This is an optimization exercise on Yosys and OpenROAD, whose aim is small area and a short achievable clock period, not a production implementation. Function was checked by simulation only, so behaviour that the tests miss may differ from the original.

==> design/flow/design.v <==
module MULDIV (
	input  wire [31:0] A,
	input  wire [31:0] B,
	input  wire        MUL,
	output wire [31:0] C
	);
	genvar gl, gi;
	wire [31:0] aaU [0:5];
	wire [31:0] aaD [0:5];
	assign aaU[0] = {A[30:0], 1'b0};
	generate
		for (gl = 0; gl < 5; gl = gl + 1) begin : g_aau
			for (gi = 0; gi < 32; gi = gi + 1) begin : g_bit
				if (((gi + 1) % (2 << gl)) == 0) begin : g_comb
					assign aaU[gl+1][gi] = aaU[gl][gi] | aaU[gl][gi - (1 << gl)];
				end else begin : g_pass
					assign aaU[gl+1][gi] = aaU[gl][gi];
				end
			end
		end
		assign aaD[5] = aaU[5];
		for (gl = 4; gl >= 0; gl = gl - 1) begin : g_aad
			for (gi = 0; gi < 32; gi = gi + 1) begin : g_bit
				if (((gi + 1) % (2 << gl)) == (1 << gl) && gi >= (2 << gl)) begin : g_comb
					assign aaD[gl][gi] = aaD[gl+1][gi] | aaD[gl+1][gi - (1 << gl)];
				end else begin : g_pass
					assign aaD[gl][gi] = aaD[gl+1][gi];
				end
			end
		end
	endgenerate
	wire [31:0] aaL = aaD[0];
	wire [31:0] absA = A ^ ({32{A[31]}} & aaL);
	wire sB = B[31];
	wire [31:0] hz;    
	wire [31:0] ho;    
	wire [31:0] lz;    
	assign lz[0] = ~B[0];
	wire [31:0] nzs [0:5];    
	wire [31:0] nos [0:5];    
	genvar sl, sk;
	generate
		for (sk = 0; sk < 32; sk = sk + 1) begin : g_s0
			assign nzs[0][sk] = ~B[31-sk];
			assign nos[0][sk] = B[31-sk];
		end
		for (sl = 0; sl < 5; sl = sl + 1) begin : g_sl
			for (sk = 0; sk < 32; sk = sk + 1) begin : g_sk
				if ((sk >> sl) & 1) begin : g_comb
					assign nzs[sl+1][sk] = nzs[sl][sk] & nzs[sl][((sk >> sl) << sl) - 1];
					assign nos[sl+1][sk] = nos[sl][sk] & nos[sl][((sk >> sl) << sl) - 1];
				end else begin : g_pass
					assign nzs[sl+1][sk] = nzs[sl][sk];
					assign nos[sl+1][sk] = nos[sl][sk];
				end
			end
		end
	endgenerate
	assign hz[31] = 1'b1;
	assign ho[31] = 1'b1;
	genvar j;
	generate
		for (j = 30; j >= 0; j = j - 1) begin : g_hz
			assign hz[j] = nzs[5][30-j];
			assign ho[j] = nos[5][30-j];
		end
		for (j = 1; j < 32; j = j + 1) begin : g_lz
			assign lz[j] = lz[j-1] & ~B[j];
		end
	endgenerate
	wire [31:0] bfit = sB ? (ho & ~lz) : hz;    
	wire [31:0] yd = ~(B ^ {32{sB}});           
	wire cind = ~MUL & ~sB;
	wire [31:0] ydm = yd & {32{~MUL}};
	wire [31:0] bkm = {32{MUL}} & {B[0], B[1], B[2], B[3], B[4], B[5], B[6], B[7],
		B[8], B[9], B[10], B[11], B[12], B[13], B[14], B[15], B[16], B[17], B[18],
		B[19], B[20], B[21], B[22], B[23], B[24], B[25], B[26], B[27], B[28], B[29],
		B[30], B[31]};    
	wire [31:0] rw [0:31];
	generate
		for (j = 0; j < 32; j = j + 1) begin : g_row
			wire [j:0] x;
			wire [j:0] o;
			wire xin = ~MUL & absA[31-j];
			if (j == 0) begin : g_first
				assign x = xin;
			end else begin : g_next
				assign x = {rw[j-1][j-1:0], xin};
			end
			RROW #(.W(j+1)) row (.x(x), .a(A[j:0]), .bkm(bkm[j]), .ydm(ydm[j:0]),
				.mul(MUL), .cin(cind), .fit(bfit[j]), .o(o));
			if (j == 31) begin : g_last
				assign rw[j] = o;
			end else begin : g_pad
				assign rw[j] = {{(31-j){1'b0}}, o};
			end
		end
	endgenerate
	wire [31:0] r = rw[31];
	wire neg = ~MUL & A[31];
	wire [31:0] rrS [0:5];
	assign rrS[0] = {r[30:0], 1'b0};
	generate
		for (gl = 0; gl < 5; gl = gl + 1) begin : g_rrs
			for (gi = 0; gi < 32; gi = gi + 1) begin : g_bit
				if ((gi >> gl) & 1) begin : g_comb
					assign rrS[gl+1][gi] = rrS[gl][gi] | rrS[gl][((gi >> gl) << gl) - 1];
				end else begin : g_pass
					assign rrS[gl+1][gi] = rrS[gl][gi];
				end
			end
		end
	endgenerate
	wire [31:0] rrL = rrS[5];
	assign C = r ^ ({32{neg}} & rrL);
endmodule
module RROW #(parameter W = 8) (
	input  wire [W-1:0] x,
	input  wire [W-1:0] a,
	input  wire         bkm,
	input  wire [W-1:0] ydm,
	input  wire         mul,
	input  wire         cin,
	input  wire         fit,
	output wire [W-1:0] o
	);
	localparam L = (W <= 2) ? 1 : (W <= 4) ? 2 : (W <= 8) ? 3 : (W <= 16) ? 4 : 5;
	wire [W-1:0] y = (a & {W{bkm}}) | ydm;
	wire [W-1:0] p;
	wire [W-1:0] g0;
	genvar q;
	generate
		for (q = 0; q < W; q = q + 1) begin : g_pg
			PG pg (.x(x[q]), .y(y[q]), .p(p[q]), .g(g0[q]));
		end
	endgenerate
	wire [W-1:0] c;    
	wire [W-1:0] gu [0:L];
	wire [W-1:0] pu [0:L];
	wire [W-1:0] gd [0:L];
	assign gu[0] = {g0[W-1:1], g0[0] | (p[0] & cin)};
	assign pu[0] = p;
	genvar l, i;
	generate
		for (l = 0; l < L; l = l + 1) begin : g_up
			for (i = 0; i < W; i = i + 1) begin : g_bit
				if (((i + 1) % (2 << l)) == 0) begin : g_comb
					assign gu[l+1][i] = gu[l][i] | (pu[l][i] & gu[l][i - (1 << l)]);
					assign pu[l+1][i] = pu[l][i] & pu[l][i - (1 << l)];
				end else begin : g_pass
					assign gu[l+1][i] = gu[l][i];
					assign pu[l+1][i] = pu[l][i];
				end
			end
		end
		assign gd[L] = gu[L];
		for (l = L - 1; l >= 0; l = l - 1) begin : g_dn
			for (i = 0; i < W; i = i + 1) begin : g_bit
				if (((i + 1) % (2 << l)) == (1 << l) && i >= (2 << l)) begin : g_comb
					assign gd[l][i] = gd[l+1][i] | (pu[l][i] & gd[l+1][i - (1 << l)]);
				end else begin : g_pass
					assign gd[l][i] = gd[l+1][i];
				end
			end
		end
		if (W == 1) begin : g_s1
			assign c = gd[0];
			wire [W-1:0] s = p ^ cin;
			wire sel = mul | (c[W-1] & fit);
			assign o = sel ? s : x;
		end else begin : g_sn
			assign c = gd[0];
			wire [W-1:0] s = p ^ {c[W-2:0], cin};
			wire sel = mul | (c[W-1] & fit);
			assign o = sel ? s : x;
		end
	endgenerate
endmodule
module PG (
	input  wire x,
	input  wire y,
	output wire p,
	output wire g
	);
	assign p = x ^ y;
	assign g = x & y;
endmodule
module RCA #(parameter W = 8) (
	input  wire [W-1:0] a,
	input  wire [W-1:0] b,
	input  wire         cin,
	output wire [W-1:0] s,
	output wire         co
	);
	wire [W:0] c;
	assign c[0] = cin;
	genvar i;
	generate
		for (i = 0; i < W; i = i + 1) begin : g_bit
			assign s[i] = a[i] ^ b[i] ^ c[i];
			assign c[i+1] = (a[i] & b[i]) | (c[i] & (a[i] ^ b[i]));
		end
	endgenerate
	assign co = c[W];
endmodule
module RINC #(parameter W = 8) (
	input  wire [W-1:0] a,
	output wire [W-1:0] s
	);
	wire [W:0] c;
	assign c[0] = 1'b1;
	genvar i;
	generate
		for (i = 0; i < W; i = i + 1) begin : g_bit
			assign s[i] = a[i] ^ c[i];
			assign c[i+1] = a[i] & c[i];
		end
	endgenerate
endmodule
module RISCV_TOP (
	input wire CLK,
	input wire RSTn,
	output wire I_MEM_CSN,
	input wire [31:0] I_MEM_DI, 
	output wire [11:0] I_MEM_ADDR, 
	output wire D_MEM_CSN,
	input wire [31:0] D_MEM_DI,
	output wire [31:0] D_MEM_DOUT,
	output wire [11:0] D_MEM_ADDR, 
	output wire D_MEM_WEN,
	output wire [3:0] D_MEM_BE,
	output wire RF_WE,
	output wire [4:0] RF_RA1,
	output wire [4:0] RF_RA2,
	output wire [4:0] RF_WA1,
	input wire [31:0] RF_RD1,
	input wire [31:0] RF_RD2,
	output wire [31:0] RF_WD,
	output wire HALT,                    
	output reg [31:0] NUM_INST,          
	output wire [31:0] OUTPUT_PORT       
	);
	wire [31:0] I = I_MEM_DI;
	wire [2:0] f3 = I[14:12];
	reg [11:1] PC;           
	reg haltReg;
	reg prevHaltA;           
	reg [11:1] PC_next;
	wire [31:0] numInc;
	RINC #(.W(32)) numinc (.a(NUM_INST), .s(numInc));
	always @ (posedge CLK) begin
		if (!RSTn) NUM_INST <= 32'd0;
		else NUM_INST <= numInc;
	end
	wire haltNow = prevHaltA && (I == 32'h00008067);
	always @ (posedge CLK) begin
		if (!RSTn) begin
			PC <= 11'd0;
			haltReg <= 1'b0;
		end
		else begin
			PC <= PC_next;
			if (haltNow) haltReg <= 1'b1;
		end
		prevHaltA <= (I == 32'h00c00093);
	end
	assign HALT = haltReg | haltNow;
	assign I_MEM_CSN = ~RSTn;
	assign D_MEM_CSN = ~RSTn;
	assign I_MEM_ADDR = {PC, 1'b0};
	assign RF_RA1 = I[19:15];
	assign RF_RA2 = I[24:20];
	assign RF_WA1 = I[11:7];
	assign D_MEM_DOUT = RF_RD2;
	assign OUTPUT_PORT = RF_WD;
	wire [6:0] opc = I[6:0];
	wire isR    = (opc == 7'b0110011);
	wire isI    = (opc == 7'b0010011);
	wire isC    = (opc == 7'b0001011);
	wire isLD   = (opc == 7'b0000011);
	wire isST   = (opc == 7'b0100011);
	wire isBR   = (opc == 7'b1100011);
	wire isJAL  = (opc == 7'b1101111);
	wire isJALR = (opc == 7'b1100111);
	wire isLUI  = (opc == 7'b0110111);
	wire isAUI  = (opc == 7'b0010111);
	assign RF_WE = isR | isI | isC | isLD | isJALR | isJAL | isLUI | isAUI;
	assign D_MEM_WEN = ~isST;
	wire isMem = isLD | isST;
	assign D_MEM_BE = {4{isMem}} & ((f3[1:0] == 2'b00) ? 4'b0001 :
	                                (f3[1:0] == 2'b01) ? 4'b0011 :
	                                (f3[1:0] == 2'b10) ? 4'b1111 : 4'b0000);
	reg [3:0] op;
	always @(*) begin
		if (isR)       op = {((f3 == 3'b000) || (f3 == 3'b101)) & I[30], f3};
		else if (isI)  op = {(f3 == 3'b101) & I[30], f3};
		else if (isC)  op = {f3, I[25]};
		else           op = 4'b0000;
	end
	wire [31:0] immI = {{20{I[31]}}, I[31:20]};
	wire [31:0] immS = {{20{I[31]}}, I[31:25], I[11:7]};
	wire [11:0] immB = {I[7], I[30:25], I[11:8], 1'b0};
	wire [11:0] immJ = {I[20], I[30:21], 1'b0};
	wire useImm = isI | isLD | isJALR | isST;
	wire [31:0] B = useImm ? (isST ? immS : immI) : RF_RD2;
	wire [31:0] A = RF_RD1;
	wire sub = (op == 4'b1000) | (op == 4'b0010) | (op == 4'b0011) | isBR;
	wire [32:0] sum;
	RCA #(.W(32)) mainadd (.a(A), .b(B ^ {32{sub}}), .cin(sub), .s(sum[31:0]), .co(sum[32]));
	wire [31:0] axb = A ^ B;
	wire eq  = ~|axb;
	wire ltu = ~sum[32];
	wire lt  = (A[31] ^ B[31]) ? A[31] : sum[31];
	wire [4:0] sh = B[4:0];
	wire shl = (op == 4'b0001);
	reg [31:0] shin;
	reg [31:0] shrev;
	integer k;
	always @(*) begin
		for (k = 0; k < 32; k = k + 1) shin[k] = shl ? A[31-k] : A[k];
	end
	wire [63:0] shr = {{32{op[3] & A[31]}}, shin} >> sh;
	always @(*) begin
		for (k = 0; k < 32; k = k + 1) shrev[k] = shr[31-k];
	end
	wire [31:0] md;
	MULDIV muldiv (.A(RF_RD1), .B(RF_RD2), .MUL(~I[25]), .C(md));
	wire isMD = isC & (f3 == 3'b111);
	wire oSum = (op == 4'b0000) | (op == 4'b1000);
	wire oAnd = (op == 4'b0111);
	wire oOr  = (op == 4'b0110);
	wire oXor = (op == 4'b0100);
	wire oShr = (op == 4'b0101) | (op == 4'b1101);
	wire oB   = (op == 4'b1001);
	wire [31:0] alu = ({32{oSum}} & sum[31:0]) | ({32{oAnd}} & (A & B)) |
	                  ({32{oOr}} & (A | B)) | ({32{oXor}} & axb) |
	                  ({32{oShr}} & shr[31:0]) | ({32{shl}} & shrev) |
	                  ({32{oB}} & B) |
	                  {31'd0, ((op == 4'b0010) & lt) | ((op == 4'b0011) & ltu) |
	                          ((op == 4'b1100) & ~A[0])};
	wire [11:0] pc = {PC, 1'b0};
	wire [11:0] pc4;
	wire [11:0] tgt;
	wire tgtc;
	assign pc4[1:0] = pc[1:0];
	RINC #(.W(10)) pcinc (.a(pc[11:2]), .s(pc4[11:2]));
	RCA #(.W(11)) pcadd (.a(pc[11:1]), .b(isJAL ? immJ[11:1] : immB[11:1]), .cin(1'b0), .s(tgt[11:1]), .co(tgtc));
	assign tgt[0] = 1'b0;
	reg taken;
	always @(*) begin
		case (f3)
			3'b000: taken = eq;
			3'b001: taken = ~eq;
			3'b100: taken = lt;
			3'b101: taken = ~lt;
			3'b110: taken = ltu;
			3'b111: taken = ~ltu;
			default: taken = 1'b0;
		endcase
	end
	wire usePC = isBR | isJAL;
	wire [11:0] res0 = usePC ? tgt : isAUI ? pc : isLUI ? 12'd0 : alu[11:0];
	assign D_MEM_ADDR = isMD ? md[11:0] : res0;
	always @(*) begin
		if (isJAL | (isBR & taken)) PC_next = tgt[11:1];
		else if (isJALR)           PC_next = sum[11:1];
		else                       PC_next = pc4[11:1];
	end
	reg [31:0] ld;
	always @(*) begin
		case (f3)
			3'b000: ld = {{24{D_MEM_DI[7]}}, D_MEM_DI[7:0]};
			3'b001: ld = {{16{D_MEM_DI[15]}}, D_MEM_DI[15:0]};
			3'b100: ld = {24'd0, D_MEM_DI[7:0]};
			3'b101: ld = {16'd0, D_MEM_DI[15:0]};
			default: ld = D_MEM_DI;
		endcase
	end
	wire isJ = isJAL | isJALR;
	wire isU = isLUI | isAUI;
	wire wAlu = ~(isLD | isJ | isBR | isU | isMD);
	wire [31:0] wd0 = ({32{isLD}} & ld) | ({32{isJ}} & {20'd0, pc4}) |
	                  {31'd0, isBR & taken} |
	                  ({32{isU}} & {I[31:12], isAUI ? pc : 12'd0}) |
	                  ({32{wAlu}} & alu);
	assign RF_WD = ({32{isMD}} & md) | wd0;
endmodule
==> design/flow/flow/run.sh <==
#!/bin/bash
# The standard layout, except that the ports are buffered with the smallest
# buffer (buf_1) instead of the delay buffer buffer_ports picks by default.
set -euo pipefail
bash standard.sh "BUFFER_PORTS_ARGS=-buffer_cell sky130_fd_sc_hd__buf_1" finish > orfs_make.log 2>&1
==> design/flow/standard.sh <==
#!/bin/bash
# synth_recipe.tcl (not shown) runs the flow's synth.tcl, then flattens the netlist and writes it again
# the make line also repeats each setting of config.mk as NAME=value (left out here)
make -C /OpenROAD-flow-scripts/flow DESIGN_CONFIG=/design/flow/config.mk WORK_HOME=/design/flow/orfs CLKGATE_MAP_FILE= SYNTH_SCRIPT=/design/flow/synth_recipe.tcl "${@:-finish}"
==> design/flow/config.mk <==
export PLATFORM = sky130hd
export DESIGN_NAME = RISCV_TOP
export DESIGN_NICKNAME = RISCV_TOP
export VERILOG_FILES = /design/flow/design.v
export SDC_FILE = /design/flow/constraint.sdc
export NUM_CORES = 4
export LEC_CHECK = 0
export ABC_AREA = 1
export CAP_MARGIN = 20
export CORE_MARGIN = 2
export CORE_UTILIZATION = 60
export SLEW_MARGIN = 20
export SYNTH_HIERARCHICAL = 1
==> design/flow/constraint.sdc <==
create_clock -name core_clock -period 200.0 [get_ports {CLK}]
set_input_delay 40.0000 -clock core_clock [delete_from_list [all_inputs] [get_ports {CLK}]]
set_output_delay 40.0000 -clock core_clock [all_outputs]
set_load 0.01 [all_outputs]
==> run notes <==
layer usage:
metal	up-vias	global-route usage (%)	wire (µm)
met3	545	7.838	20350
met4	2	23.92	12070
met5	-	0.6548	78
met2	2587	65.98	75120
met1	23396	59.29	76300
li1	24473	-	-
critical path: cells and delay by family:
family	cells	cell delay (ns)
simple gates	352	33.68
buf+inv	35	4.14
mux	9	3.59
xor+xnor	1	0.14
fa+ha+maj	77	17.59
compound gates	21	3.37
registers in the layout, summed over array words and instances (netlist names):
| name | count |
|---|---|
| prevHaltA | 1 |
| PC | 11 |
| NUM_INST | 32 |
| haltReg | 1 |
stage by stage:
stage          hold slack (ns)  instances  setup slack (ns)
2_1_floorplan           0.4359       7239             68.65
3_3_place_gp            0.4442       8346             59.70
3_5_place_dp            0.4506       8347             57.94
4_1_cts                 0.4607       8355             57.89
5_1_grt                 0.5000       8355             51.77
6_report                0.4589       8355             57.23
layout make-up:
type,count,area share [%]
well taps,1040,2.684
flip-flops and latches,45,1.858
inverters,658,5.113
multi-input cells,6180,85.75
repair buffers,424,4.297
clock inverters,3,0.04388
clock buffers,5,0.2581
path summary, 6_finish.rpt:
| check | cells after the start | to | slack [ns] | from |
|---|---|---|---|---|
| worst max-delay path | 495 | OUTPUT_PORT[31] | 57.23 | RF_RD2[30] |
| worst min-delay path | 2 | haltReg$_SDFFE_PN0P_ | 0.46 | haltReg$_SDFFE_PN0P_ |
| worst min register to register | 2 | haltReg$_SDFFE_PN0P_ | 0.46 | haltReg$_SDFFE_PN0P_ |
| worst max register to register | 35 | NUM_INST[31]$_SDFF_PN0_ | 193.83 | NUM_INST[0]$_SDFF_PN0_ |
layout by cell type, fill, tap and decap left out, types with 22 or more instances in the layout:
cell type                  instances
sky130_fd_sc_hd__nand2_1        1697
sky130_fd_sc_hd__ha_1            938
sky130_fd_sc_hd__nand3_1         691
sky130_fd_sc_hd__inv_1           599
sky130_fd_sc_hd__a21o_1          543
sky130_fd_sc_hd__nor2_1          510
sky130_fd_sc_hd__a21oi_1         325
sky130_fd_sc_hd__buf_1           284
sky130_fd_sc_hd__nand2_2         265
sky130_fd_sc_hd__o21ai_0         166
sky130_fd_sc_hd__xor2_1          160
sky130_fd_sc_hd__xnor2_1         126
sky130_fd_sc_hd__buf_4           118
sky130_fd_sc_hd__nand2_4          72
sky130_fd_sc_hd__mux2_2           55
sky130_fd_sc_hd__a31o_2           51
sky130_fd_sc_hd__nand4_1          48
sky130_fd_sc_hd__or2_2            46
sky130_fd_sc_hd__dfxtp_1          45
sky130_fd_sc_hd__fa_1             43
sky130_fd_sc_hd__a21oi_2          37
sky130_fd_sc_hd__nor3_1           34
sky130_fd_sc_hd__inv_2            33
sky130_fd_sc_hd__mux2_1           32
sky130_fd_sc_hd__mux2_4           30
sky130_fd_sc_hd__nand3_2          28
sky130_fd_sc_hd__a221oi_1         28
sky130_fd_sc_hd__clkinv_1         22
==> flow_summary.yaml <==
worst_setup_path:
  startpoint_type: "input port"
  cp_slowest_cell: "sky130_fd_sc_hd__buf_1"
  longest_individual_stage_delay_on_the_worst_path_ns: 0.54
  crit_path_end_kind: "output pin"
  required_ns: 160.00
  criticalPathCategory: "input port to output pin"
  path_common_cell: "sky130_fd_sc_hd__nand2_1"
  worst-path-max-fanout: 36
  worst_ep_arrival_time_ns: 102.77
timing:
  period_share_pct: 71.39
  transition_time_at_the_pin_with_the_least_slew_margin_ns: 1.135
  rsz0062_at_grt: "false"
  tns_ns: 0
  layout_min_cycle_time_ns: 142.77
  setup-violations-final: 0
  max_freq_ghz: 0.007004
  skew_ns: 0.01088
  timing.slew.headroom_pct: 24.37
  final_max_slew_viol_count: 0
  finalHoldViolCount: 0
place:
  placement.cell_area_mm2: 0.04833
  dp_hpwl_mm: 139.9
  globalplace.congestion: 1.067
  portBuffers: 304
cts:
  clk_pin_slew_ns: 0.07
  clock_sink_count: 45
  number_of_cells_upsized_or_downsized_after_cts: 0
  cts_setup_buffers: 0
  cts_tree: "yes"
  tritoncts_buffers: 5
  number_of_h_tree_branching_levels: 2
  cts.root.buffer_cell: "sky130_fd_sc_hd__clkbuf_16"
  clock_path_buffers: 2
  clock_insertion_delay_worst_skew_ns: 0.29
  ctsHoldBuffers: 0
grt:
  track_usage_pct: 43.97
  antenna_found_initial: 4
  globalRoute.totalOverflow: 0
  grt_first_pass_wirelength_mm: 279.4
  maximum_number_of_pins_on_one_net_before_global_route_repair: 75
  first_global_vias: 46997
layout:
  drive_gt1_share_pct: 11.77
  multiInputGateArea_mm2: 0.04157
  post-route-util_pct: 62.58
  antenna-diode-count: 0
  layout.cell_area.non_filler_mm2: 0.04848
  area_growth_syn_to_layout_pct: 3.290
  area.sequential_um2: 900.9
  nets: 8425
  fillers: 7669
floorplanning:
  placementRows: 102
  design.portCount: 306
  die_y_um: 283.7
  die_area_mm2: 0.08048
  placeableCoreArea_mm2: 0.07747
  effective_utilization_at_floorplan_pct: 60.59
  floorplan.die.width_um: 283.7
outcome:
  run_status: "finished clean"
route:
  first_pass_iters: 9
  route.detailed.vias_per_inst: 6.104
  dr.first_iter.drc_count: 5776
  post-route-drc-count: 0
  wire_per_inst_um: 22.01
  ant_nets: 0
  postRouteWirelength_mm: 183.9
  vias_post_dr: 51003
synth:
  yosys_warnings: 41
  post_synth_instance_area_mm2: 0.04693
  avgSynthCellArea_um2: 6.484
  gate_count_after_technology_mapping: 7238
hold_path:
  min_path_type: "flip-flop to flip-flop"
flow_run:
  drv_cap: 0

separate check: timing with driven ports:
Ports are ideal in the flow. The routed layout listed here was re-timed in OpenROAD. Step 1 assumes that a clkbuf_16 drives the clock port and a buf_2 every other input. Step 2 times the ports against the registers' clock, not the clock port: input delays grow and output delays shrink by t, the midpoint of the rising clock arrivals with the driver on. Slacks: ideal / step 1 / step 2; pairs: ideal / step 1.
t (ns): 0.327
setup slack, ns: 57.229 / 57.201 / 57.201
worst register clock-pin slew, ns: 0.07 / 0.07
After both steps setup and hold are still met in this run. The setup slack of this run moves by -0.028 ns with the drivers and by -0.028 ns with both steps.
